What follows belongs to an exercise in optimizing a design on an open flow for small area; a production flow would make more cautious choices.
RTL that was checked went through simulation tests only; none was proved equivalent to the original.
The RTL of run 2 was laid out without a check of its function.
No activity file was given, so power comes from the tool's default toggle rates.

<file path="flow/design.v">
module fix_mult (s0, s1, s2, s3, z0, z1, z2, z3, a, b);
input  [15:0] s0, s1, s2, s3;
input  z0, z1, z2, z3;
output [25:0] a;
output [25:0] b;
wire w0 = ~s0[2];
wire w1, w2;
fa u1 (.a(w0), .b(s1[0]), .c(s3[0]), .s(w1), .co(w2));
wire w3 = ~w1;
wire w4, w5;
fa u2 (.a(s0[0]), .b(w3), .c(s2[2]), .s(w4), .co(w5));
wire w6 = s0[3] ^ s0[1];
wire w7 = s0[3] | s0[1];
wire w8, w9;
fa u3 (.a(w6), .b(w2), .c(s1[1]), .s(w8), .co(w9));
wire w10 = ~s2[3];
wire w11, w12;
fa u4 (.a(s3[1]), .b(w10), .c(w8), .s(w11), .co(w12));
wire w13, w14;
fa u5 (.a(s0[4]), .b(s0[2]), .c(w7), .s(w13), .co(w14));
wire w15 = ~w13;
wire w16, w17;
fa u6 (.a(w15), .b(s1[2]), .c(s3[2]), .s(w16), .co(w17));
wire w18 = ~s2[4];
wire w19, w20;
fa u7 (.a(w18), .b(w9), .c(w16), .s(w19), .co(w20));
wire w21 = s0[5] ^ s0[3];
wire w22 = s0[5] | s0[3];
wire w23 = ~w14;
wire w24, w25;
fa u8 (.a(s3[0]), .b(w21), .c(w23), .s(w24), .co(w25));
wire w26, w27;
fa u9 (.a(s1[3]), .b(s3[3]), .c(w24), .s(w26), .co(w27));
wire w28 = ~s2[5];
wire w29, w30;
fa u10 (.a(w28), .b(w17), .c(w26), .s(w29), .co(w30));
wire w31, w32;
fa u11 (.a(s0[6]), .b(s0[4]), .c(w22), .s(w31), .co(w32));
wire w33 = ~s3[1];
wire w34, w35;
fa u12 (.a(s1[0]), .b(w31), .c(w33), .s(w34), .co(w35));
wire w36, w37;
fa u13 (.a(w25), .b(s1[4]), .c(s3[4]), .s(w36), .co(w37));
wire w38 = ~s2[6];
wire w39, w40;
fa u14 (.a(w38), .b(w27), .c(w36), .s(w39), .co(w40));
wire w41 = ~w34;
wire w42, w43;
fa u15 (.a(w41), .b(w30), .c(w39), .s(w42), .co(w43));
wire w44, w45;
fa u16 (.a(s0[7]), .b(s0[5]), .c(w32), .s(w44), .co(w45));
wire w46 = ~s3[2];
wire w47, w48;
fa u17 (.a(s1[1]), .b(w46), .c(w44), .s(w47), .co(w48));
wire w49 = ~w35;
wire w50, w51;
fa u18 (.a(s1[5]), .b(s3[5]), .c(w49), .s(w50), .co(w51));
wire w52 = ~w37;
wire w53, w54;
fa u19 (.a(s2[7]), .b(w52), .c(w47), .s(w53), .co(w54));
wire w55 = ~w53;
wire w56, w57;
fa u20 (.a(w50), .b(w40), .c(w55), .s(w56), .co(w57));
wire w58, w59;
fa u21 (.a(s0[8]), .b(s0[6]), .c(s2[0]), .s(w58), .co(w59));
wire w60, w61;
fa u22 (.a(w58), .b(s1[2]), .c(w45), .s(w60), .co(w61));
wire w62, w63;
fa u23 (.a(s3[3]), .b(s1[6]), .c(s3[6]), .s(w62), .co(w63));
wire w64, w65;
fa u24 (.a(w48), .b(w60), .c(s2[8]), .s(w64), .co(w65));
wire w66 = ~w51;
wire w67, w68;
fa u25 (.a(w66), .b(w54), .c(w64), .s(w67), .co(w68));
wire w69 = ~w67;
wire w70, w71;
fa u26 (.a(w62), .b(w69), .c(w57), .s(w70), .co(w71));
wire w72, w73;
fa u27 (.a(s0[9]), .b(s0[7]), .c(s3[0]), .s(w72), .co(w73));
wire w74, w75;
fa u28 (.a(w59), .b(w72), .c(s2[1]), .s(w74), .co(w75));
wire w76 = ~s3[4];
wire w77, w78;
fa u29 (.a(s1[3]), .b(w76), .c(w74), .s(w77), .co(w78));
wire w79 = ~w61;
wire w80, w81;
fa u30 (.a(w79), .b(s1[7]), .c(s3[7]), .s(w80), .co(w81));
wire w82 = ~w63;
wire w83, w84;
fa u31 (.a(s2[9]), .b(w82), .c(w77), .s(w83), .co(w84));
wire w85 = ~w80;
wire w86, w87;
fa u32 (.a(w65), .b(w85), .c(w83), .s(w86), .co(w87));
wire w88 = ~w71;
wire w89, w90;
fa u33 (.a(w68), .b(w86), .c(w88), .s(w89), .co(w90));
wire w91, w92;
fa u34 (.a(s0[10]), .b(s0[8]), .c(w73), .s(w91), .co(w92));
wire w93, w94;
fa u35 (.a(s3[1]), .b(s2[2]), .c(s1[4]), .s(w93), .co(w94));
wire w95 = ~s3[5];
wire w96, w97;
fa u36 (.a(w91), .b(w75), .c(w95), .s(w96), .co(w97));
wire w98 = ~w93;
wire w99, w100;
fa u37 (.a(s1[8]), .b(s3[8]), .c(w98), .s(w99), .co(w100));
wire w101, w102;
fa u38 (.a(w78), .b(s2[10]), .c(w96), .s(w101), .co(w102));
wire w103 = ~w81;
wire w104, w105;
fa u39 (.a(w103), .b(w84), .c(w101), .s(w104), .co(w105));
wire w106 = ~w99;
wire w107, w108;
fa u40 (.a(w106), .b(w87), .c(w104), .s(w107), .co(w108));
wire w109, w110;
fa u41 (.a(s0[11]), .b(s0[9]), .c(s3[2]), .s(w109), .co(w110));
wire w111, w112;
fa u42 (.a(s2[3]), .b(w92), .c(s1[5]), .s(w111), .co(w112));
wire w113 = ~s3[6];
wire w114, w115;
fa u43 (.a(w113), .b(w109), .c(w94), .s(w114), .co(w115));
wire w116 = ~s1[9];
wire w117, w118;
fa u44 (.a(w116), .b(w97), .c(w111), .s(w117), .co(w118));
wire w119 = ~s3[9];
wire w120, w121;
fa u45 (.a(w119), .b(s2[11]), .c(w114), .s(w120), .co(w121));
wire w122 = ~w100;
wire w123, w124;
fa u46 (.a(w122), .b(w102), .c(w117), .s(w123), .co(w124));
wire w125, w126;
fa u47 (.a(w120), .b(w105), .c(w123), .s(w125), .co(w126));
wire w127, w128;
fa u48 (.a(s0[12]), .b(s0[10]), .c(s3[3]), .s(w127), .co(w128));
wire w129, w130;
fa u49 (.a(s2[4]), .b(w110), .c(s1[6]), .s(w129), .co(w130));
wire w131 = ~s3[7];
wire w132, w133;
fa u50 (.a(w131), .b(w127), .c(w112), .s(w132), .co(w133));
wire w134 = ~w129;
wire w135, w136;
fa u51 (.a(s1[10]), .b(s3[10]), .c(w134), .s(w135), .co(w136));
wire w137, w138;
fa u52 (.a(w115), .b(s2[12]), .c(w132), .s(w137), .co(w138));
wire w139 = ~w135;
wire w140, w141;
fa u53 (.a(w118), .b(w139), .c(w121), .s(w140), .co(w141));
wire w142, w143;
fa u54 (.a(w137), .b(w124), .c(w140), .s(w142), .co(w143));
wire w144, w145;
fa u55 (.a(s0[13]), .b(s0[11]), .c(s3[4]), .s(w144), .co(w145));
wire w146, w147;
fa u56 (.a(s2[5]), .b(w128), .c(s1[7]), .s(w146), .co(w147));
wire w148 = ~s3[8];
wire w149, w150;
fa u57 (.a(w148), .b(w144), .c(w130), .s(w149), .co(w150));
wire w151 = ~s1[11];
wire w152, w153;
fa u58 (.a(w151), .b(w146), .c(s2[13]), .s(w152), .co(w153));
wire w154 = ~s3[11];
wire w155, w156;
fa u59 (.a(w154), .b(w133), .c(w149), .s(w155), .co(w156));
wire w157 = ~w136;
wire w158, w159;
fa u60 (.a(w157), .b(w152), .c(w138), .s(w158), .co(w159));
wire w160, w161;
fa u61 (.a(w155), .b(w141), .c(w158), .s(w160), .co(w161));
wire w162, w163;
fa u62 (.a(s0[14]), .b(s0[12]), .c(s3[5]), .s(w162), .co(w163));
wire w164, w165;
fa u63 (.a(s2[6]), .b(w145), .c(s1[8]), .s(w164), .co(w165));
wire w166 = ~s3[9];
wire w167, w168;
fa u64 (.a(w166), .b(w162), .c(w147), .s(w167), .co(w168));
wire w169 = ~s2[14];
wire w170, w171;
fa u65 (.a(s1[12]), .b(w169), .c(s3[12]), .s(w170), .co(w171));
wire w172, w173;
fa u66 (.a(w164), .b(w150), .c(w167), .s(w172), .co(w173));
wire w174 = ~w170;
wire w175, w176;
fa u67 (.a(w153), .b(w174), .c(w156), .s(w175), .co(w176));
wire w177, w178;
fa u68 (.a(w172), .b(w159), .c(w175), .s(w177), .co(w178));
wire w179 = ~s0[15];
wire w180, w181;
fa u69 (.a(w179), .b(s0[13]), .c(z0), .s(w180), .co(w181));
wire w182, w183;
fa u70 (.a(w180), .b(s3[6]), .c(s2[7]), .s(w182), .co(w183));
wire w184 = ~s3[10];
wire w185, w186;
fa u71 (.a(w163), .b(s1[9]), .c(w184), .s(w185), .co(w186));
wire w187 = ~w182;
wire w188, w189;
fa u72 (.a(w187), .b(s1[13]), .c(s3[13]), .s(w188), .co(w189));
wire w190 = ~s2[15];
wire w191, w192;
fa u73 (.a(w165), .b(w190), .c(w168), .s(w191), .co(w192));
wire w193 = ~w185;
wire w194, w195;
fa u74 (.a(w193), .b(w171), .c(w188), .s(w194), .co(w195));
wire w196, w197;
fa u75 (.a(w173), .b(w191), .c(w176), .s(w196), .co(w197));
wire w198, w199;
fa u76 (.a(z2), .b(w178), .c(w196), .s(w198), .co(w199));
wire w200 = s0[14] ^ w181;
wire w201 = s0[14] | w181;
wire w202 = ~w200;
wire w203, w204;
fa u77 (.a(w202), .b(s3[7]), .c(s2[8]), .s(w203), .co(w204));
wire w205, w206;
fa u78 (.a(s3[11]), .b(s1[14]), .c(s3[14]), .s(w205), .co(w206));
wire w207, w208;
fa u79 (.a(s1[10]), .b(w183), .c(w203), .s(w207), .co(w208));
wire w209 = ~w186;
wire w210, w211;
fa u80 (.a(w209), .b(w189), .c(w205), .s(w210), .co(w211));
wire w212 = ~w207;
wire w213, w214;
fa u81 (.a(w212), .b(w195), .c(w210), .s(w213), .co(w214));
wire w215 = ~w213;
wire w216, w217;
fa u82 (.a(w192), .b(w215), .c(w197), .s(w216), .co(w217));
wire w218 = ~s0[15];
wire w219, w220;
fa u83 (.a(w218), .b(z0), .c(w201), .s(w219), .co(w220));
wire w221, w222;
fa u84 (.a(s3[8]), .b(w219), .c(s2[9]), .s(w221), .co(w222));
wire w223 = ~s3[12];
wire w224, w225;
fa u85 (.a(s1[11]), .b(w223), .c(w204), .s(w224), .co(w225));
wire w226, w227;
fa u86 (.a(s1[15]), .b(s3[15]), .c(w221), .s(w226), .co(w227));
wire w228 = ~w206;
wire w229, w230;
fa u87 (.a(w228), .b(w208), .c(w224), .s(w229), .co(w230));
wire w231 = ~w211;
wire w232, w233;
fa u88 (.a(w226), .b(w231), .c(w229), .s(w232), .co(w233));
wire w234, w235;
fa u89 (.a(z1), .b(z3), .c(w214), .s(w234), .co(w235));
wire w236 = ~w234;
wire w237, w238;
fa u90 (.a(w232), .b(w236), .c(w217), .s(w237), .co(w238));
wire w239 = w220 ^ s3[9];
wire w240 = w220 | s3[9];
wire w241 = ~s3[13];
wire w242, w243;
fa u91 (.a(s2[10]), .b(s1[12]), .c(w241), .s(w242), .co(w243));
wire w244 = ~w239;
wire w245, w246;
fa u92 (.a(w222), .b(w244), .c(w225), .s(w245), .co(w246));
wire w247, w248;
fa u93 (.a(w242), .b(w227), .c(w230), .s(w247), .co(w248));
wire w249, w250;
fa u94 (.a(w245), .b(w233), .c(w247), .s(w249), .co(w250));
wire w251 = ~w235;
wire w252, w253;
fa u95 (.a(w251), .b(w249), .c(w238), .s(w252), .co(w253));
wire w254, w255;
fa u96 (.a(s3[10]), .b(s2[11]), .c(w240), .s(w254), .co(w255));
wire w256 = ~s3[14];
wire w257, w258;
fa u97 (.a(s1[13]), .b(w256), .c(w254), .s(w257), .co(w258));
wire w259, w260;
fa u98 (.a(w243), .b(w246), .c(w257), .s(w259), .co(w260));
wire w261, w262;
fa u99 (.a(w248), .b(w259), .c(w250), .s(w261), .co(w262));
wire w263 = s3[11] ^ s1[14];
wire w264 = s3[11] | s1[14];
wire w265, w266;
fa u100 (.a(s2[12]), .b(s3[15]), .c(w255), .s(w265), .co(w266));
wire w267 = ~w263;
wire w268, w269;
fa u101 (.a(w267), .b(w258), .c(w265), .s(w268), .co(w269));
wire w270 = ~z3;
wire w271, w272;
fa u102 (.a(w270), .b(w260), .c(w268), .s(w271), .co(w272));
wire w273 = s2[13] ^ s3[12];
wire w274 = s2[13] | s3[12];
wire w275 = ~w264;
wire w276, w277;
fa u103 (.a(s1[15]), .b(w275), .c(w273), .s(w276), .co(w277));
wire w278 = ~w276;
wire w279, w280;
fa u104 (.a(w266), .b(w278), .c(z1), .s(w279), .co(w280));
wire w281, w282;
fa u105 (.a(w269), .b(w279), .c(w272), .s(w281), .co(w282));
wire w283, w284;
fa u106 (.a(s2[14]), .b(s3[13]), .c(w274), .s(w283), .co(w284));
wire w285 = ~w277;
wire w286, w287;
fa u107 (.a(w283), .b(w285), .c(w280), .s(w286), .co(w287));
wire w288 = ~s2[15];
wire w289, w290;
fa u108 (.a(s3[14]), .b(w288), .c(w284), .s(w289), .co(w290));
wire w291, w292;
fa u109 (.a(z2), .b(w289), .c(w287), .s(w291), .co(w292));
wire w293 = ~s3[15];
wire w294, w295;
fa u110 (.a(w293), .b(w290), .c(z3), .s(w294), .co(w295));
wire cp0_p0 = s0[0] ^ s2[0];
wire cp0_g0 = s0[0] & s2[0];
wire cp0_p1 = s0[1] ^ s2[1];
wire cp0_g1 = s0[1] & s2[1];
wire cp0_p2 = w4 ^ 1'b0;
wire cp0_g2 = w4 & 1'b0;
wire cp0_p3 = w5 ^ ~w11;
wire cp0_g3 = w5 & ~w11;
wire cp0_p4 = ~w12 ^ ~w19;
wire cp0_g4 = ~w12 & ~w19;
wire cp0_p5 = ~w20 ^ ~w29;
wire cp0_g5 = ~w20 & ~w29;
wire cp0_p6 = ~w42 ^ 1'b0;
wire cp0_g6 = ~w42 & 1'b0;
wire cp0_p7 = ~w43 ^ ~w56;
wire cp0_g7 = ~w43 & ~w56;
wire cp0_p8 = ~w70 ^ 1'b0;
wire cp0_g8 = ~w70 & 1'b0;
wire cp0_G1 = cp0_g1 | (cp0_p1 & cp0_g0);
wire cp0_G2 = cp0_g3 | (cp0_p3 & cp0_g2);
wire cp0_P2 = cp0_p3 & cp0_p2;
wire cp0_G3 = cp0_g5 | (cp0_p5 & cp0_g4);
wire cp0_P3 = cp0_p5 & cp0_p4;
wire cp0_G4 = cp0_g7 | (cp0_p7 & cp0_g6);
wire cp0_P4 = cp0_p7 & cp0_p6;
wire cp0_G5 = cp0_G2 | (cp0_P2 & cp0_G1);
wire cp0_G6 = cp0_G4 | (cp0_P4 & cp0_G3);
wire cp0_P6 = cp0_P4 & cp0_P3;
wire cp0_G7 = cp0_G6 | (cp0_P6 & cp0_G5);
wire cp0_G8 = cp0_G3 | (cp0_P3 & cp0_G5);
wire cp0_G9 = cp0_g2 | (cp0_p2 & cp0_G1);
wire cp0_G10 = cp0_g4 | (cp0_p4 & cp0_G5);
wire cp0_G11 = cp0_g6 | (cp0_p6 & cp0_G8);
wire cp0_G12 = cp0_g8 | (cp0_p8 & cp0_G7);
wire [8:0] cp0 = {cp0_p8 ^ cp0_G7, cp0_p7 ^ cp0_G11, cp0_p6 ^ cp0_G8, cp0_p5 ^ cp0_G10, cp0_p4 ^ cp0_G5, cp0_p3 ^ cp0_G9, cp0_p2 ^ cp0_G1, cp0_p1 ^ cp0_g0, cp0_p0};
wire cp0_co = cp0_G12;
wire cp1_p0 = w89 ^ 1'b0;
wire cp1_g0 = w89 & 1'b0;
wire cp1_p1 = w90 ^ w107;
wire cp1_g1 = w90 & w107;
wire cp1_p2 = w108 ^ w125;
wire cp1_g2 = w108 & w125;
wire cp1_p3 = w126 ^ w142;
wire cp1_g3 = w126 & w142;
wire cp1_p4 = w143 ^ w160;
wire cp1_g4 = w143 & w160;
wire cp1_p5 = w161 ^ w177;
wire cp1_g5 = w161 & w177;
wire cp1_p6 = ~w194 ^ w198;
wire cp1_g6 = ~w194 & w198;
wire cp1_p7 = w199 ^ w216;
wire cp1_g7 = w199 & w216;
wire cp1_G1 = cp1_g1 | (cp1_p1 & cp1_g0);
wire cp1_G2 = cp1_g3 | (cp1_p3 & cp1_g2);
wire cp1_P2 = cp1_p3 & cp1_p2;
wire cp1_G3 = cp1_g5 | (cp1_p5 & cp1_g4);
wire cp1_P3 = cp1_p5 & cp1_p4;
wire cp1_G4 = cp1_g7 | (cp1_p7 & cp1_g6);
wire cp1_P4 = cp1_p7 & cp1_p6;
wire cp1_G5 = cp1_G2 | (cp1_P2 & cp1_G1);
wire cp1_G6 = cp1_G4 | (cp1_P4 & cp1_G3);
wire cp1_P6 = cp1_P4 & cp1_P3;
wire cp1_G7 = cp1_G6 | (cp1_P6 & cp1_G5);
wire cp1_G8 = cp1_G3 | (cp1_P3 & cp1_G5);
wire cp1_G9 = cp1_g2 | (cp1_p2 & cp1_G1);
wire cp1_G10 = cp1_g4 | (cp1_p4 & cp1_G5);
wire cp1_G11 = cp1_g6 | (cp1_p6 & cp1_G8);
wire [7:0] cp1 = {cp1_p7 ^ cp1_G11, cp1_p6 ^ cp1_G8, cp1_p5 ^ cp1_G10, cp1_p4 ^ cp1_G5, cp1_p3 ^ cp1_G9, cp1_p2 ^ cp1_G1, cp1_p1 ^ cp1_g0, cp1_p0};
wire cp1_co = cp1_G7;
assign a = {1'b1, w292, w291, w282, w281, w262, w253, w252, w237, cp1[7], cp1[6], cp1[5], cp1[4], cp1[3], cp1[2], cp1[1], cp1[0], cp0[8], cp0[7], cp0[6], cp0[5], cp0[4], cp0[3], cp0[2], cp0[1], cp0[0]};
assign b = {w295, w294, 1'b0, w286, 1'b0, w271, w261, 1'b0, cp1_co, 1'b0, 1'b0, 1'b0, 1'b0, 1'b0, 1'b0, 1'b0, cp0_co, 1'b0, 1'b0, 1'b0, 1'b0, 1'b0, 1'b0, 1'b0, 1'b0, 1'b0};
endmodule
module fa (a, b, c, s, co);
input  a, b, c;
output s, co;
assign s  = a ^ b ^ c;
assign co = (a & b) | (a & c) | (b & c);
endmodule
module fir(
	out,
	x,
	clk,
	rest
	);
output [34:0] out;
input         rest;
input  [15:0] x;
input         clk;
reg  [15:0] r0, r1, r2, r3, r4, r5, r6, r7, r8, r9, r10, r11, r12, r13;
reg  [15:0] p;
reg  [2:0]  n;           
reg         z;           
reg  [2:0]  q;           
reg  [24:0] ra;
reg  [6:0] rb;
wire [25:0] l = {1'b1, ra[24], ra[23], ra[22], ra[21], ra[20], ra[19], ra[18], ra[17], ra[16], ra[15], ra[14], ra[13], ra[12], ra[11], ra[10], ra[9], ra[8], ra[7], ra[6], ra[5], ra[4], ra[3], ra[2], ra[1], ra[0]}
              + {rb[6], rb[5], 1'b0, rb[4], 1'b0, rb[3], rb[2], 1'b0, rb[1], 1'b0, 1'b0, 1'b0, 1'b0, 1'b0, 1'b0, 1'b0, rb[0], 1'b0, 1'b0, 1'b0, 1'b0, 1'b0, 1'b0, 1'b0, 1'b0, 1'b0};
wire [3:0] hi = {4{l[25]}} - {1'b0, q};
assign out = {hi, {4{l[25]}}, l, 1'b0} & {35{~z}};
wire [15:0] d7  = (rest && n == 3'd7) ? r6 : 16'd0;
wire [15:0] d14 = rest ? ~r13 : 16'd0;
wire t1_p0 = r8[0] ^ ~r13[0];
wire t1_g0 = r8[0] & ~r13[0];
wire t1_p1 = r8[1] ^ ~r13[1];
wire t1_g1 = r8[1] & ~r13[1];
wire t1_p2 = r8[2] ^ ~r13[2];
wire t1_g2 = r8[2] & ~r13[2];
wire t1_p3 = r8[3] ^ ~r13[3];
wire t1_g3 = r8[3] & ~r13[3];
wire t1_p4 = r8[4] ^ ~r13[4];
wire t1_g4 = r8[4] & ~r13[4];
wire t1_p5 = r8[5] ^ ~r13[5];
wire t1_g5 = r8[5] & ~r13[5];
wire t1_p6 = r8[6] ^ ~r13[6];
wire t1_g6 = r8[6] & ~r13[6];
wire t1_p7 = r8[7] ^ ~r13[7];
wire t1_g7 = r8[7] & ~r13[7];
wire t1_p8 = r8[8] ^ ~r13[8];
wire t1_g8 = r8[8] & ~r13[8];
wire t1_p9 = r8[9] ^ ~r13[9];
wire t1_g9 = r8[9] & ~r13[9];
wire t1_p10 = r8[10] ^ ~r13[10];
wire t1_g10 = r8[10] & ~r13[10];
wire t1_p11 = r8[11] ^ ~r13[11];
wire t1_g11 = r8[11] & ~r13[11];
wire t1_p12 = r8[12] ^ ~r13[12];
wire t1_g12 = r8[12] & ~r13[12];
wire t1_p13 = r8[13] ^ ~r13[13];
wire t1_g13 = r8[13] & ~r13[13];
wire t1_p14 = r8[14] ^ ~r13[14];
wire t1_g14 = r8[14] & ~r13[14];
wire t1_p15 = r8[15] ^ ~r13[15];
wire t1_g15 = r8[15] & ~r13[15];
wire t1_G1 = t1_g1 | (t1_p1 & t1_g0);
wire t1_G2 = t1_g3 | (t1_p3 & t1_g2);
wire t1_P2 = t1_p3 & t1_p2;
wire t1_G3 = t1_g5 | (t1_p5 & t1_g4);
wire t1_P3 = t1_p5 & t1_p4;
wire t1_G4 = t1_g7 | (t1_p7 & t1_g6);
wire t1_P4 = t1_p7 & t1_p6;
wire t1_G5 = t1_g9 | (t1_p9 & t1_g8);
wire t1_P5 = t1_p9 & t1_p8;
wire t1_G6 = t1_g11 | (t1_p11 & t1_g10);
wire t1_P6 = t1_p11 & t1_p10;
wire t1_G7 = t1_g13 | (t1_p13 & t1_g12);
wire t1_P7 = t1_p13 & t1_p12;
wire t1_G8 = t1_g15 | (t1_p15 & t1_g14);
wire t1_P8 = t1_p15 & t1_p14;
wire t1_G9 = t1_G2 | (t1_P2 & t1_G1);
wire t1_G10 = t1_G4 | (t1_P4 & t1_G3);
wire t1_P10 = t1_P4 & t1_P3;
wire t1_G11 = t1_G6 | (t1_P6 & t1_G5);
wire t1_P11 = t1_P6 & t1_P5;
wire t1_G12 = t1_G8 | (t1_P8 & t1_G7);
wire t1_P12 = t1_P8 & t1_P7;
wire t1_G13 = t1_G10 | (t1_P10 & t1_G9);
wire t1_G14 = t1_G12 | (t1_P12 & t1_G11);
wire t1_P14 = t1_P12 & t1_P11;
wire t1_G15 = t1_G14 | (t1_P14 & t1_G13);
wire t1_G16 = t1_G11 | (t1_P11 & t1_G13);
wire t1_G17 = t1_G3 | (t1_P3 & t1_G9);
wire t1_G18 = t1_G5 | (t1_P5 & t1_G13);
wire t1_G19 = t1_G7 | (t1_P7 & t1_G16);
wire t1_G20 = t1_g2 | (t1_p2 & t1_G1);
wire t1_G21 = t1_g4 | (t1_p4 & t1_G9);
wire t1_G22 = t1_g6 | (t1_p6 & t1_G17);
wire t1_G23 = t1_g8 | (t1_p8 & t1_G13);
wire t1_G24 = t1_g10 | (t1_p10 & t1_G18);
wire t1_G25 = t1_g12 | (t1_p12 & t1_G16);
wire t1_G26 = t1_g14 | (t1_p14 & t1_G19);
wire [15:0] t1 = {t1_p15 ^ t1_G26, t1_p14 ^ t1_G19, t1_p13 ^ t1_G25, t1_p12 ^ t1_G16, t1_p11 ^ t1_G24, t1_p10 ^ t1_G18, t1_p9 ^ t1_G23, t1_p8 ^ t1_G13, t1_p7 ^ t1_G22, t1_p6 ^ t1_G17, t1_p5 ^ t1_G21, t1_p4 ^ t1_G9, t1_p3 ^ t1_G20, t1_p2 ^ t1_G1, t1_p1 ^ t1_g0, t1_p0};
wire t1_co = t1_G15;
wire t2_p0 = ~r9[0] ^ r12[0];
wire t2_g0 = ~r9[0] & r12[0];
wire t2_p1 = ~r9[1] ^ r12[1];
wire t2_g1 = ~r9[1] & r12[1];
wire t2_p2 = ~r9[2] ^ r12[2];
wire t2_g2 = ~r9[2] & r12[2];
wire t2_p3 = ~r9[3] ^ r12[3];
wire t2_g3 = ~r9[3] & r12[3];
wire t2_p4 = ~r9[4] ^ r12[4];
wire t2_g4 = ~r9[4] & r12[4];
wire t2_p5 = ~r9[5] ^ r12[5];
wire t2_g5 = ~r9[5] & r12[5];
wire t2_p6 = ~r9[6] ^ r12[6];
wire t2_g6 = ~r9[6] & r12[6];
wire t2_p7 = ~r9[7] ^ r12[7];
wire t2_g7 = ~r9[7] & r12[7];
wire t2_p8 = ~r9[8] ^ r12[8];
wire t2_g8 = ~r9[8] & r12[8];
wire t2_p9 = ~r9[9] ^ r12[9];
wire t2_g9 = ~r9[9] & r12[9];
wire t2_p10 = ~r9[10] ^ r12[10];
wire t2_g10 = ~r9[10] & r12[10];
wire t2_p11 = ~r9[11] ^ r12[11];
wire t2_g11 = ~r9[11] & r12[11];
wire t2_p12 = ~r9[12] ^ r12[12];
wire t2_g12 = ~r9[12] & r12[12];
wire t2_p13 = ~r9[13] ^ r12[13];
wire t2_g13 = ~r9[13] & r12[13];
wire t2_p14 = ~r9[14] ^ r12[14];
wire t2_g14 = ~r9[14] & r12[14];
wire t2_p15 = ~r9[15] ^ r12[15];
wire t2_g15 = ~r9[15] & r12[15];
wire t2_G1 = t2_g1 | (t2_p1 & t2_g0);
wire t2_G2 = t2_g3 | (t2_p3 & t2_g2);
wire t2_P2 = t2_p3 & t2_p2;
wire t2_G3 = t2_g5 | (t2_p5 & t2_g4);
wire t2_P3 = t2_p5 & t2_p4;
wire t2_G4 = t2_g7 | (t2_p7 & t2_g6);
wire t2_P4 = t2_p7 & t2_p6;
wire t2_G5 = t2_g9 | (t2_p9 & t2_g8);
wire t2_P5 = t2_p9 & t2_p8;
wire t2_G6 = t2_g11 | (t2_p11 & t2_g10);
wire t2_P6 = t2_p11 & t2_p10;
wire t2_G7 = t2_g13 | (t2_p13 & t2_g12);
wire t2_P7 = t2_p13 & t2_p12;
wire t2_G8 = t2_g15 | (t2_p15 & t2_g14);
wire t2_P8 = t2_p15 & t2_p14;
wire t2_G9 = t2_G2 | (t2_P2 & t2_G1);
wire t2_G10 = t2_G4 | (t2_P4 & t2_G3);
wire t2_P10 = t2_P4 & t2_P3;
wire t2_G11 = t2_G6 | (t2_P6 & t2_G5);
wire t2_P11 = t2_P6 & t2_P5;
wire t2_G12 = t2_G8 | (t2_P8 & t2_G7);
wire t2_P12 = t2_P8 & t2_P7;
wire t2_G13 = t2_G10 | (t2_P10 & t2_G9);
wire t2_G14 = t2_G12 | (t2_P12 & t2_G11);
wire t2_P14 = t2_P12 & t2_P11;
wire t2_G15 = t2_G14 | (t2_P14 & t2_G13);
wire t2_G16 = t2_G11 | (t2_P11 & t2_G13);
wire t2_G17 = t2_G3 | (t2_P3 & t2_G9);
wire t2_G18 = t2_G5 | (t2_P5 & t2_G13);
wire t2_G19 = t2_G7 | (t2_P7 & t2_G16);
wire t2_G20 = t2_g2 | (t2_p2 & t2_G1);
wire t2_G21 = t2_g4 | (t2_p4 & t2_G9);
wire t2_G22 = t2_g6 | (t2_p6 & t2_G17);
wire t2_G23 = t2_g8 | (t2_p8 & t2_G13);
wire t2_G24 = t2_g10 | (t2_p10 & t2_G18);
wire t2_G25 = t2_g12 | (t2_p12 & t2_G16);
wire t2_G26 = t2_g14 | (t2_p14 & t2_G19);
wire [15:0] t2 = {t2_p15 ^ t2_G26, t2_p14 ^ t2_G19, t2_p13 ^ t2_G25, t2_p12 ^ t2_G16, t2_p11 ^ t2_G24, t2_p10 ^ t2_G18, t2_p9 ^ t2_G23, t2_p8 ^ t2_G13, t2_p7 ^ t2_G22, t2_p6 ^ t2_G17, t2_p5 ^ t2_G21, t2_p4 ^ t2_G9, t2_p3 ^ t2_G20, t2_p2 ^ t2_G1, t2_p1 ^ t2_g0, t2_p0};
wire t2_co = t2_G15;
wire t3_p0 = r10[0] ^ ~r11[0];
wire t3_g0 = r10[0] & ~r11[0];
wire t3_p1 = r10[1] ^ ~r11[1];
wire t3_g1 = r10[1] & ~r11[1];
wire t3_p2 = r10[2] ^ ~r11[2];
wire t3_g2 = r10[2] & ~r11[2];
wire t3_p3 = r10[3] ^ ~r11[3];
wire t3_g3 = r10[3] & ~r11[3];
wire t3_p4 = r10[4] ^ ~r11[4];
wire t3_g4 = r10[4] & ~r11[4];
wire t3_p5 = r10[5] ^ ~r11[5];
wire t3_g5 = r10[5] & ~r11[5];
wire t3_p6 = r10[6] ^ ~r11[6];
wire t3_g6 = r10[6] & ~r11[6];
wire t3_p7 = r10[7] ^ ~r11[7];
wire t3_g7 = r10[7] & ~r11[7];
wire t3_p8 = r10[8] ^ ~r11[8];
wire t3_g8 = r10[8] & ~r11[8];
wire t3_p9 = r10[9] ^ ~r11[9];
wire t3_g9 = r10[9] & ~r11[9];
wire t3_p10 = r10[10] ^ ~r11[10];
wire t3_g10 = r10[10] & ~r11[10];
wire t3_p11 = r10[11] ^ ~r11[11];
wire t3_g11 = r10[11] & ~r11[11];
wire t3_p12 = r10[12] ^ ~r11[12];
wire t3_g12 = r10[12] & ~r11[12];
wire t3_p13 = r10[13] ^ ~r11[13];
wire t3_g13 = r10[13] & ~r11[13];
wire t3_p14 = r10[14] ^ ~r11[14];
wire t3_g14 = r10[14] & ~r11[14];
wire t3_p15 = r10[15] ^ ~r11[15];
wire t3_g15 = r10[15] & ~r11[15];
wire t3_G1 = t3_g1 | (t3_p1 & t3_g0);
wire t3_G2 = t3_g3 | (t3_p3 & t3_g2);
wire t3_P2 = t3_p3 & t3_p2;
wire t3_G3 = t3_g5 | (t3_p5 & t3_g4);
wire t3_P3 = t3_p5 & t3_p4;
wire t3_G4 = t3_g7 | (t3_p7 & t3_g6);
wire t3_P4 = t3_p7 & t3_p6;
wire t3_G5 = t3_g9 | (t3_p9 & t3_g8);
wire t3_P5 = t3_p9 & t3_p8;
wire t3_G6 = t3_g11 | (t3_p11 & t3_g10);
wire t3_P6 = t3_p11 & t3_p10;
wire t3_G7 = t3_g13 | (t3_p13 & t3_g12);
wire t3_P7 = t3_p13 & t3_p12;
wire t3_G8 = t3_g15 | (t3_p15 & t3_g14);
wire t3_P8 = t3_p15 & t3_p14;
wire t3_G9 = t3_G2 | (t3_P2 & t3_G1);
wire t3_G10 = t3_G4 | (t3_P4 & t3_G3);
wire t3_P10 = t3_P4 & t3_P3;
wire t3_G11 = t3_G6 | (t3_P6 & t3_G5);
wire t3_P11 = t3_P6 & t3_P5;
wire t3_G12 = t3_G8 | (t3_P8 & t3_G7);
wire t3_P12 = t3_P8 & t3_P7;
wire t3_G13 = t3_G10 | (t3_P10 & t3_G9);
wire t3_G14 = t3_G12 | (t3_P12 & t3_G11);
wire t3_P14 = t3_P12 & t3_P11;
wire t3_G15 = t3_G14 | (t3_P14 & t3_G13);
wire t3_G16 = t3_G11 | (t3_P11 & t3_G13);
wire t3_G17 = t3_G3 | (t3_P3 & t3_G9);
wire t3_G18 = t3_G5 | (t3_P5 & t3_G13);
wire t3_G19 = t3_G7 | (t3_P7 & t3_G16);
wire t3_G20 = t3_g2 | (t3_p2 & t3_G1);
wire t3_G21 = t3_g4 | (t3_p4 & t3_G9);
wire t3_G22 = t3_g6 | (t3_p6 & t3_G17);
wire t3_G23 = t3_g8 | (t3_p8 & t3_G13);
wire t3_G24 = t3_g10 | (t3_p10 & t3_G18);
wire t3_G25 = t3_g12 | (t3_p12 & t3_G16);
wire t3_G26 = t3_g14 | (t3_p14 & t3_G19);
wire [15:0] t3 = {t3_p15 ^ t3_G26, t3_p14 ^ t3_G19, t3_p13 ^ t3_G25, t3_p12 ^ t3_G16, t3_p11 ^ t3_G24, t3_p10 ^ t3_G18, t3_p9 ^ t3_G23, t3_p8 ^ t3_G13, t3_p7 ^ t3_G22, t3_p6 ^ t3_G17, t3_p5 ^ t3_G21, t3_p4 ^ t3_G9, t3_p3 ^ t3_G20, t3_p2 ^ t3_G1, t3_p1 ^ t3_g0, t3_p0};
wire t3_co = t3_G15;
wire pn_p0 = d7[0] ^ d14[0];
wire pn_g0 = d7[0] & d14[0];
wire pn_p1 = d7[1] ^ d14[1];
wire pn_g1 = d7[1] & d14[1];
wire pn_p2 = d7[2] ^ d14[2];
wire pn_g2 = d7[2] & d14[2];
wire pn_p3 = d7[3] ^ d14[3];
wire pn_g3 = d7[3] & d14[3];
wire pn_p4 = d7[4] ^ d14[4];
wire pn_g4 = d7[4] & d14[4];
wire pn_p5 = d7[5] ^ d14[5];
wire pn_g5 = d7[5] & d14[5];
wire pn_p6 = d7[6] ^ d14[6];
wire pn_g6 = d7[6] & d14[6];
wire pn_p7 = d7[7] ^ d14[7];
wire pn_g7 = d7[7] & d14[7];
wire pn_p8 = d7[8] ^ d14[8];
wire pn_g8 = d7[8] & d14[8];
wire pn_p9 = d7[9] ^ d14[9];
wire pn_g9 = d7[9] & d14[9];
wire pn_p10 = d7[10] ^ d14[10];
wire pn_g10 = d7[10] & d14[10];
wire pn_p11 = d7[11] ^ d14[11];
wire pn_g11 = d7[11] & d14[11];
wire pn_p12 = d7[12] ^ d14[12];
wire pn_g12 = d7[12] & d14[12];
wire pn_p13 = d7[13] ^ d14[13];
wire pn_g13 = d7[13] & d14[13];
wire pn_p14 = d7[14] ^ d14[14];
wire pn_g14 = d7[14] & d14[14];
wire pn_p15 = d7[15] ^ d14[15];
wire pn_g15 = d7[15] & d14[15];
wire pn_G1 = pn_g1 | (pn_p1 & pn_g0);
wire pn_G2 = pn_g3 | (pn_p3 & pn_g2);
wire pn_P2 = pn_p3 & pn_p2;
wire pn_G3 = pn_g5 | (pn_p5 & pn_g4);
wire pn_P3 = pn_p5 & pn_p4;
wire pn_G4 = pn_g7 | (pn_p7 & pn_g6);
wire pn_P4 = pn_p7 & pn_p6;
wire pn_G5 = pn_g9 | (pn_p9 & pn_g8);
wire pn_P5 = pn_p9 & pn_p8;
wire pn_G6 = pn_g11 | (pn_p11 & pn_g10);
wire pn_P6 = pn_p11 & pn_p10;
wire pn_G7 = pn_g13 | (pn_p13 & pn_g12);
wire pn_P7 = pn_p13 & pn_p12;
wire pn_G8 = pn_g15 | (pn_p15 & pn_g14);
wire pn_P8 = pn_p15 & pn_p14;
wire pn_G9 = pn_G2 | (pn_P2 & pn_G1);
wire pn_G10 = pn_G4 | (pn_P4 & pn_G3);
wire pn_P10 = pn_P4 & pn_P3;
wire pn_G11 = pn_G6 | (pn_P6 & pn_G5);
wire pn_P11 = pn_P6 & pn_P5;
wire pn_G12 = pn_G8 | (pn_P8 & pn_G7);
wire pn_P12 = pn_P8 & pn_P7;
wire pn_G13 = pn_G10 | (pn_P10 & pn_G9);
wire pn_G14 = pn_G12 | (pn_P12 & pn_G11);
wire pn_P14 = pn_P12 & pn_P11;
wire pn_G15 = pn_G14 | (pn_P14 & pn_G13);
wire pn_G16 = pn_G11 | (pn_P11 & pn_G13);
wire pn_G17 = pn_G3 | (pn_P3 & pn_G9);
wire pn_G18 = pn_G5 | (pn_P5 & pn_G13);
wire pn_G19 = pn_G7 | (pn_P7 & pn_G16);
wire pn_G20 = pn_g2 | (pn_p2 & pn_G1);
wire pn_G21 = pn_g4 | (pn_p4 & pn_G9);
wire pn_G22 = pn_g6 | (pn_p6 & pn_G17);
wire pn_G23 = pn_g8 | (pn_p8 & pn_G13);
wire pn_G24 = pn_g10 | (pn_p10 & pn_G18);
wire pn_G25 = pn_g12 | (pn_p12 & pn_G16);
wire pn_G26 = pn_g14 | (pn_p14 & pn_G19);
wire [15:0] pn = {pn_p15 ^ pn_G26, pn_p14 ^ pn_G19, pn_p13 ^ pn_G25, pn_p12 ^ pn_G16, pn_p11 ^ pn_G24, pn_p10 ^ pn_G18, pn_p9 ^ pn_G23, pn_p8 ^ pn_G13, pn_p7 ^ pn_G22, pn_p6 ^ pn_G17, pn_p5 ^ pn_G21, pn_p4 ^ pn_G9, pn_p3 ^ pn_G20, pn_p2 ^ pn_G1, pn_p1 ^ pn_g0, pn_p0};
wire pn_co = pn_G15;
wire z0 = p[15]  & ~|p[14:0];
wire z1 = t1[15] & ~|t1[14:0];
wire z2 = t2[15] & ~|t2[14:0];
wire z3 = t3[15] & ~|t3[14:0];
wire [2:0] qn = z0 + z1 + z2 + z3;
wire [25:0] an, bn;
fix_mult core (.s0(p), .s1(t1), .s2(t2), .s3(t3), .z0(z0), .z1(z1), .z2(z2), .z3(z3), .a(an), .b(bn));
always @(posedge clk) begin
	r0  <= x;
	r1  <= r0;
	r2  <= r1;
	r3  <= r2;
	r4  <= r3;
	r5  <= r4;
	r6  <= r5;
	r7  <= ~d7;
	r8  <= rest ? ~r7  : 16'd0;
	r9  <= ~(rest ? r8  : 16'd0);
	r10 <= rest ? ~r9  : 16'd0;
	r11 <= ~(rest ? r10 : 16'd0);
	r12 <= rest ? ~r11 : 16'd0;
	r13 <= ~(rest ? r12 : 16'd0);
	p   <= pn;
	z   <= ~rest;
	q   <= qn;
	ra  <= {an[24], an[23], an[22], an[21], an[20], an[19], an[18], an[17], an[16], an[15], an[14], an[13], an[12], an[11], an[10], an[9], an[8], an[7], an[6], an[5], an[4], an[3], an[2], an[1], an[0]};
	rb  <= {bn[25], bn[24], bn[22], bn[20], bn[19], bn[17], bn[9]};
	if (!rest)
		n <= 3'd0;
	else if (n != 3'd7)
		n <= n + 3'd1;
end
endmodule
</file>
<file path="flow/run.sh">
#!/bin/bash
# synth_recipe.tcl (not shown) runs the flow's synth.tcl, then flattens the netlist and writes it again
# the make line also repeats each setting of config.mk as NAME=value (left out here)
make -C /OpenROAD-flow-scripts/flow DESIGN_CONFIG=/design/flow/config.mk WORK_HOME=/design/flow/orfs CLKGATE_MAP_FILE= SYNTH_SCRIPT=/design/flow/synth_recipe.tcl finish
</file>
<file path="flow/config.mk">
export PLATFORM = sky130hd
export DESIGN_NAME = fir
export DESIGN_NICKNAME = fir
export VERILOG_FILES = /design/flow/design.v
export SDC_FILE = /design/flow/constraint.sdc
export NUM_CORES = 4
export LEC_CHECK = 0
export CAP_MARGIN = 20
export CORE_MARGIN = 2
export CORE_UTILIZATION = 65
export SLEW_MARGIN = 20
export SYNTH_HIERARCHICAL = 1
export SYNTH_MINIMUM_KEEP_SIZE = 0
</file>
<file path="flow/constraint.sdc">
create_clock -name core_clock -period 6.0 [get_ports {clk}]
set_input_delay 1.2000 -clock core_clock [delete_from_list [all_inputs] [get_ports {clk}]]
set_output_delay 1.2000 -clock core_clock [all_outputs]
set_load 0.01 [all_outputs]
</file>
==> flow_summary.ini, run 1 <==
[route]
routed_wl_mm = 26.07
dr.max_layer_used = met4
drt-met1-wl_mm = 11.29
wire_per_inst_um = 17.19
ant_nets = 0
drt_drc_violations_left = 0
dr.first_iter.drc_count = 335
wl_met2_mm = 12.67
vias = 7727
dr.pass1.iters = 4
met3_length_mm = 1.050
via_per_inst = 5.094

[synthesis]
postSynthAreaPerCell_um2 = 11.03
netlist_instances = 1173
ys_warn_count = 7
synth_nets = 1427
syn_area_um2 = 12940

[pwr]
cellPowerDensity_nw_per_um2 = 283.1
total_power_w = 0.004134
peakVddDrop_uv = 361.2
leakagePower_nw = 7.187

[worst_setup_path]
critPathBufInv = 4
cpMaxStageDelayCell = fa_1
max_stage_delay_ns = 0.57
critPathKind = register to register
endpoint_kind = register
cp-start-kind = register
worstPathCellList = inv_1, ha_1, inv_1, fa_1, nor2b_1, o21ai_0, and2_1, o21ai_0, fa_1, fa_1, inv_1, fa_1, fa_1, fa_1, fa_1, inv_1, fa_1, fa_1
cpMostUsedCell = fa_1
cp.arrival_ns = 6.11
cp_top_family = adder cells
critPathMaxFanout = 4
crit_required_ns = 6.41

[finish]
multiInputGateArea_um2 = 6344
final_nets = 1486
area_growth_pct = 12.83
antenna_cells = 0
register_area_um2 = 5585
fillers = 1388
drive_gt1_share_pct = 6.629
fin_area_um2 = 14600

[clocking]
path_clk_slew_ns = 0.07
cts_tree = done
cts_buffers = 27
postCtsHoldBufs = 0
root_buffer = clkbuf_16
htree_levels = 1
clock_sinks = 279
postCtsSetupRepairBufs = 0
clk_latency_ns = 0.54
ctsResizeCount = 0
clockBufferDepth = 3

[sta]
period_needed_ns = 5.697
setup_ws_ns = 0.3029
grt_setup_unrepaired = no
tightest_slew_ns = 0.6237
slew_headroom_pct = 58.12
finalHoldViolCount = 0
max_freq_ghz = 0.1755
tns_ns = 0
setup_viol = 0
drv_slew = 0
post-route-period-util_pct = 94.95
clock_skew_ns = 0.009856

[placed_design]
place_ws_ns = 0.3592
placed_area_um2 = 13690
portBuffers = 51
hpwlAfterDp_mm = 19.96
gp_congestion = 0.9132

[floorplan]
core_um2 = 19530
start_util_pct = 66.27
die-area_um2 = 21050
ioPinCount = 53
die_w_um = 145.1
die_h_um = 145.1
row_count = 51

[global_route]
grt_usage_pct = 25.97
grt_max_degree = 53
grt_pass1_vias = 8475
antenna_found_initial = 0
grt_overflow_total = 0
grt_pass1_wl_mm = 42.91

[run]
drv_cap = 0

[outcome]
outcome = no timing/DRC/antenna violations

[hold_path]
hold_class = register to register
[per-layer routing]
| layer | up-vias | GRT usage [%] |
|---|---|---|
| li1 | 3709 | - |
| met1 | 3770 | 32.76 |
| met3 | 73 | 3.742 |
| met5 | - | 0 |
| met4 | 0 | 9.804 |
| met2 | 175 | 45.64 |
[worst reg2reg max path, stage by stage (launching register included)]
cell	delay, ns
dfxtp_1	0.32
inv_1	0.06
ha_1	0.13
inv_1	0.05
fa_1	0.40
nor2b_1	0.13
o21ai_0	0.12
and2_1	0.20
o21ai_0	0.25
fa_1	0.54
fa_1	0.57
inv_1	0.07
fa_1	0.45
fa_1	0.50
fa_1	0.40
fa_1	0.49
inv_1	0.05
fa_1	0.41
fa_1	0.43
[area by class of cell]
| type | instances | share of cell area, % |
|---|---|---|
| repair buffers | 71 | 4.491 |
| clock buffers | 36 | 5.270 |
| well taps | 265 | 2.271 |
| inverters | 205 | 5.270 |
| multi-input cells | 648 | 43.45 |
| flip-flops and latches | 279 | 38.26 |
| clock inverters | 13 | 0.9941 |
[path summary, 6_finish.rpt]
kind / slack (ns) / endpoint / cells after the start / start
hold / removal: 0.32 / r5[4]$_DFF_P_ / 0 / r4[4]$_DFF_P_
setup reg to reg: 0.30 / ra[18]$_DFF_P_ / 18 / r11[0]$_DFF_P_
setup / recovery: 0.30 / ra[18]$_DFF_P_ / 18 / r11[0]$_DFF_P_
hold reg to reg: 0.32 / r5[4]$_DFF_P_ / 0 / r4[4]$_DFF_P_
[flip-flops by register name, summed over array words and instances, names as in the netlist, 3 cells and up]
name / cells
q: 3
r1: 16
rb: 7
r2: 16
r11: 16
r8: 16
r5: 16
r13: 16
r0: 16
n: 3
r12: 16
ra: 25
r3: 16
r7: 16
r10: 16
r6: 16
p: 16
r9: 16
r4: 16
[through the flow]
stage	instances	hold WS [ns]	utilization (%)
floorplan	1173	0.3096	-
global placement	1468	0.3099	70.09
detailed placement	1468	0.3121	70.09
CTS	1517	0.3257	74.77
global route	1517	0.3317	74.77
finish	1517	0.3217	74.77
[cells in the final DEF (no fill, tap or decap), types with 7 or more instances in the layout]
cell	instances
inv_1	204
xnor2_1	28
o21ai_0	13
nor2_1	105
nand4_1	12
xor2_1	23
buf_4	20
o21a_1	8
nand3_1	7
nor4_1	7
a21o_1	9
ha_1	87
clkbuf_16	27
a21oi_1	23
dfxtp_1	279
nor2b_1	21
fa_1	149
nand2_1	89
clkdlybuf4s50_1	50
[where the power goes]
part,internal (W),leakage [nW],switching (W)
combinational,0.000265,4.46,0.000230
sequential,0.00191,2.30,0.0000240
clock,0.000993,0.434,0.000714
==> run 2, diff against run 1 <==
==> flow/design.v (replaced) <==
`timescale 1ms / 1us
module fix_mult ( clk,rst_n,in_a,in_b,y_out );  
  input clk,rst_n;
  input [15:0]   in_a,in_b;  
  output[31:0]   y_out;      
  reg[31:0]   y_out;          
  reg[15:0]   x1,x2,x3,x4;    
  reg         x5;             
  reg[29:0]   x6;             
  reg[31:0]   x7;             
 always@ (posedge clk )
	 begin
		if(!rst_n )               
			begin
			x1<=16'b0;
			x2<=16'b0;
			x3<=16'b0;
			x4<=16'b0;
			x5<=1'b0;
			x6<=30'b0;
			x7<=32'b0;
			y_out<=32'b0;
			end
		else
			 begin
			 x1<=in_a;              
			 x2<=in_b;
			 x3<=(x1[15]==0)?x1:{x1[15],~x1[14:0]+1'b1};      
			 x4<=(x2[15]==0)?x2:{x2[15],~x2[14:0]+1'b1};      
			 x5<=x3[15]^x4[15];                               
			 x6<=x3[14:0]*x4[14:0];                           
			 x7<={x5,x6,1'b0};                                
			 y_out<=(x7[31]==0)?x7:{x7[31],~x7[30:0]+1'b1};   
			 end
	 end
endmodule
`timescale 1ms / 1us
module fir(
	out,
	x,
	clk,
	rest
	);                  
output[34:0] out;
input rest;
input[15:0] x;                               
input clk;
reg  signed [15:0] x1,x2,x3,x4,x5,x6,x7,x8;  
reg  signed [15:0] s1,s2,s3,s4;              
wire signed [31:0] y1,y2,y3,y4,y5,y6,y7,y8;  
reg signed  [34:0] out;                      
reg signed  [33:0] out1,out2;                
  parameter [15:0] coeff1 = 16'd5;           
  parameter [15:0] coeff2 = 16'd60; 
  parameter [15:0] coeff3 = 16'd257; 
  parameter [15:0] coeff4 = 16'd476; 
  parameter [15:0] coeff5 = 16'd476; 
  parameter [15:0] coeff6 = 16'd257; 
  parameter [15:0] coeff7 = 16'd60; 
  parameter [15:0] coeff8 = 16'd5; 
always@(posedge clk)
      if(!rest)                             
		begin
		    x1<=16'd0;
			  x2<=16'd0;
			  x3<=16'd0;
			  x4<=16'd0;
			  x5<=16'd0;
			  x6<=16'd0;
			  x7<=16'd0;
			  x8<=16'd0;
			  s1<=16'd0;
			  s2<=16'd0;
        s3<=16'd0;
        s4<=16'd0;
        out1<=34'd0;
        out2<=34'd0;
        out<=35'd0;
		end
		else
      begin                   
           x1  <=  x;                      
           x2  <=  x1;
           x3  <=  x2;
           x4  <=  x3;
           x5  <=  x4;
           x6  <=  x5;
           x7  <=  x6;
           x8  <=  x7;
           s1  <=x1+x8;                   
           s2  <=x2+x7;
           s3  <=x3+x6;
           s4  <=x4+x5;
			     out1   <=  y1+y2;
           out2   <=  y3+y4;
           out    <= out1+out2;
      end
		fix_mult mult1(.clk(clk),.rst_n(rest),.in_a(coeff1),.in_b(s1),.y_out(y1));   
		fix_mult mult2(.clk(clk),.rst_n(rest),.in_a(coeff2),.in_b(s2),.y_out(y2));
		fix_mult mult3(.clk(clk),.rst_n(rest),.in_a(coeff3),.in_b(s3),.y_out(y3));
		fix_mult mult4(.clk(clk),.rst_n(rest),.in_a(coeff4),.in_b(s4),.y_out(y4));   
endmodule
--- a/flow/config.mk
+++ b/flow/config.mk
@@ -9,5 +9,3 @@
 export CORE_MARGIN = 2
-export CORE_UTILIZATION = 65
+export CORE_UTILIZATION = 40
 export SLEW_MARGIN = 20
-export SYNTH_HIERARCHICAL = 1
-export SYNTH_MINIMUM_KEEP_SIZE = 0
==> flow_summary.ini, run 2 <==
[outcome]
outcome = no timing/DRC/antenna violations

[global_route]
antenna_found_initial = 0
grt_overflow_total = 0
grt_max_degree = 240
grt_pass1_vias = 22700
grt_usage_pct = 14.68
grt_pass1_wl_mm = 111.8

[pwr]
peakVddDrop_uv = 191.3
cellPowerDensity_nw_per_um2 = 250.3
leakagePower_nw = 19.34

[finish]
largest_reg_flops = 34
final_cell_mix = dfxtp_1 (729), ha_1 (430), and2_1 (421), nor2_1 (339), inv_1 (234)
drive_gt1_share_pct = 4.392
antenna_cells = 0
max_flop_register = out
layout_commonest_cell = dfxtp_1
reg.largest.list = out: 34 flops, out1: 32 flops, out2: 32 flops
layout.cells.non_filler = 4967
final_nets = 4262
area_growth_pct = 11.94

[clocking]
cts_tree = done
clockBufferDepth = 3
clock_sinks = 730
root_buffer = clkbuf_16
path_clk_slew_ns = 0.06
postCtsHoldBufs = 0
clk_latency_ns = 0.62
postCtsSetupRepairBufs = 0
htree_levels = 3
ctsResizeCount = 0
cts_buffers = 77

[synthesis]
async_flop_share_pct = 0
synth.largest_area_cell = dfxtp_1
synth.most_common_cell = dfxtp_1
synth_edf_count = 0
ys_seq_elements = 730
synth_area_leaders = dfxtp_1 (41%), ha_1 (15%), and2_1 (7.4%)
postSynthAreaPerCell_um2 = 9.607
synth_nets = 4243
synth.distinct_cells = 69
syn_area_um2 = 35730
synth_flop_cell = dfxtp_1
synth_top_cell_area_share_pct = 40.90
netlist_instances = 3719
synth_commonest_cells = dfxtp_1 (730), ha_1 (430), and2_1 (421)
ys_seq_area_share_pct = 40.90
ys_warn_count = 2

[worst_setup_path]
critPathKind = register to register
cp.arrival_ns = 6.16
rr_startpoint = mult4.x4[4]$_SDFF_PN0_
reg2reg_depth = 24
endpoint_kind = register
critPathMaxFanout = 6
crit_required_ns = 6.54
cp-start-kind = register
r2r_end = mult4.x6[25]$_SDFF_PN0_
r2r_slack_ns = 0.38

[sta]
post-route-period-util_pct = 93.65
max_freq_ghz = 0.1780
drv_slew = 0
setup_viol = 0
period_needed_ns = 5.619
tightest_slew_ns = 0.9998
clock_skew_ns = 0.02256
tns_ns = 0
grt_setup_unrepaired = no
slew_headroom_pct = 32.73
finalHoldViolCount = 0

[route]
via_per_inst = 4.712
drt_drc_violations_left = 0
dr.pass1.iters = 23
ant_nets = 0
dr.first_iter.drc_count = 885
wire_per_inst_um = 13.37
vias = 23400
routed_wl_mm = 66.41

[hold_path]
min_to = mult4.x2[7]$_SDFF_PN0_
holdPathStages = 1
hold_class = register to register
min-delay-start = s4[7]$_SDFF_PN0_

[placed_design]
hpwlAfterDp_mm = 50.53
gp_congestion = 0.8171
portBuffers = 51
placedCellCount = 4824

[run]
drv_cap = 0

[floorplan]
die_h_um = 302.9
row_count = 109
ioPinCount = 53
die_w_um = 302.9
start_util_pct = 40.37
die-area_um2 = 91730
core_um2 = 88510
## run 2: critical path: stages (launching register included)
cell and delay (ns):
dfxtp_1 0.36, xor2_1 0.15, nand2_1 0.13, inv_1 0.07
ha_1 0.18, or2_2 0.30, inv_1 0.08, fa_1 0.43
inv_1 0.07, ha_1 0.22, ha_1 0.18, inv_1 0.07
fa_1 0.44, fa_1 0.54, inv_1 0.04, ha_1 0.32
or2_2 0.33, nand2_1 0.09, o21ai_0 0.13, a31o_2 0.28
a21oi_2 0.21, o31ai_1 0.12, a221o_1 0.36, a31oi_1 0.24
mux2i_1 0.21
## run 2: metrics by stage
| stage | cell area [um2] | hold slack [ns] | util [%] | power [W] | setup slack, ns |
|---|---|---|---|---|---|
| after global routing | 40000 | 0.4384 | 45.19 | 0.01037 | 0.04916 |
| final | 40000 | 0.4248 | 45.19 | 0.01001 | 0.3811 |
| after detailed placement | 37330 | 0.4169 | 42.18 | 0.005273 | 0.1808 |
| after global placement | 37330 | 0.4144 | 42.18 | 0.005272 | 0.3075 |
| after CTS | 39990 | 0.4241 | 45.18 | 0.01016 | 0.1638 |
| after floorplan | 35730 | 0.4096 | - | 0.005199 | 0.2229 |
## run 2: cells by family (layout without fill, tap and decap cells)
logic type | count (synthesis) | count (layout) | synth area share [%]
AOI/OAI and AO/OA | 592 | 592 | 10.67
xor gates and xnor gates | 288 | 288 | 7.060
adders and majority gates | 506 | 506 | 19.32
buffers and inverters | 351 | 434 | 3.698
DFF | 730 | 730 | 40.90
muxes | 17 | 17 | 0.4762
other | 1 | 1 | 0.01050
and+or+nand+nor | 1234 | 1234 | 17.87
## run 2: routing by layer
metal / global-route usage, % / vias to the layer above / routed length [um]
li1: - / 12490 / -
met4: 3.917 / 0 / 1459
met5: 0 / - / 0
met1: 19.26 / 10570 / 32600
met3: 2.306 / 99 / 1650
met2: 25.05 / 238 / 30700
## run 2: cell type report
class	count	area, um2
inverters	235	889.6
multi-input cells	2638	19800
well taps	1165	1458
flip-flops and latches	730	14620
fillers	8512	48520
clock buffers	112	2220
repair buffers	56	578.1
clock inverters	31	434.2
## run 2: report_power, final
group / internal, W / total [W] / switching [W]
clock network: 0.00290 / 0.00485 / 0.00195
registers: 0.00490 / 0.00493 / 0.0000316
logic: 0.0000877 / 0.000234 / 0.000146
total: 0.00789 / 0.0100 / 0.00212
## run 2: worst max path at each step
stage | start | endpoint | slack (ns) | cells past startpoint
6_report | mult4.x4[4]$_SDFF_PN0_ | mult4.x6[25]$_SDFF_PN0_ | 0.38 | 24
5_1_grt | mult4.x4[4]$_SDFF_PN0_ | mult4.x6[25]$_SDFF_PN0_ | 0.05 | 24
3_5_place_dp | mult2.x3[4]$_SDFF_PN0_ | mult4.x6[25]$_SDFF_PN0_ | 0.18 | 20
2_1_floorplan | mult2.x3[4]$_SDFF_PN0_ | mult4.x6[25]$_SDFF_PN0_ | 0.22 | 22
3_3_place_gp | mult2.x3[4]$_SDFF_PN0_ | mult4.x6[25]$_SDFF_PN0_ | 0.31 | 20
4_1_cts | mult2.x3[4]$_SDFF_PN0_ | mult4.x6[25]$_SDFF_PN0_ | 0.16 | 20

[static timing again, ports no longer ideal]
No port has a modelled driver above. Below, the same layouts with a new extraction and two added sets of constraints.
Step 1 (the two cells are an assumption about what drives the block):
set clk [get_ports {clk}]
set_driving_cell -lib_cell sky130_fd_sc_hd__clkbuf_16 $clk
set_driving_cell -lib_cell sky130_fd_sc_hd__buf_2 [delete_from_list [all_inputs] $clk]
Step 2 moves the port delays by t, midway between the first and last clock arrival at a register: inputs arrive t later, outputs are due t later. That takes back most of the time a late clock gives input paths.
a / b / c = no drivers / after step 1 / after step 2; a / b = the first two.
| run | t, ns | slack for setup (ns) | worst register clock-pin slew, ns |
|---|---|---|---|
| run 1 | 0.583 | 0.303 / 0.303 / 0.303 | 0.07 / 0.07 |
| run 2 | 0.674 | 0.381 / 0.381 / 0.381 | 0.07 / 0.07 |
After both steps setup and hold are still met in every run listed.
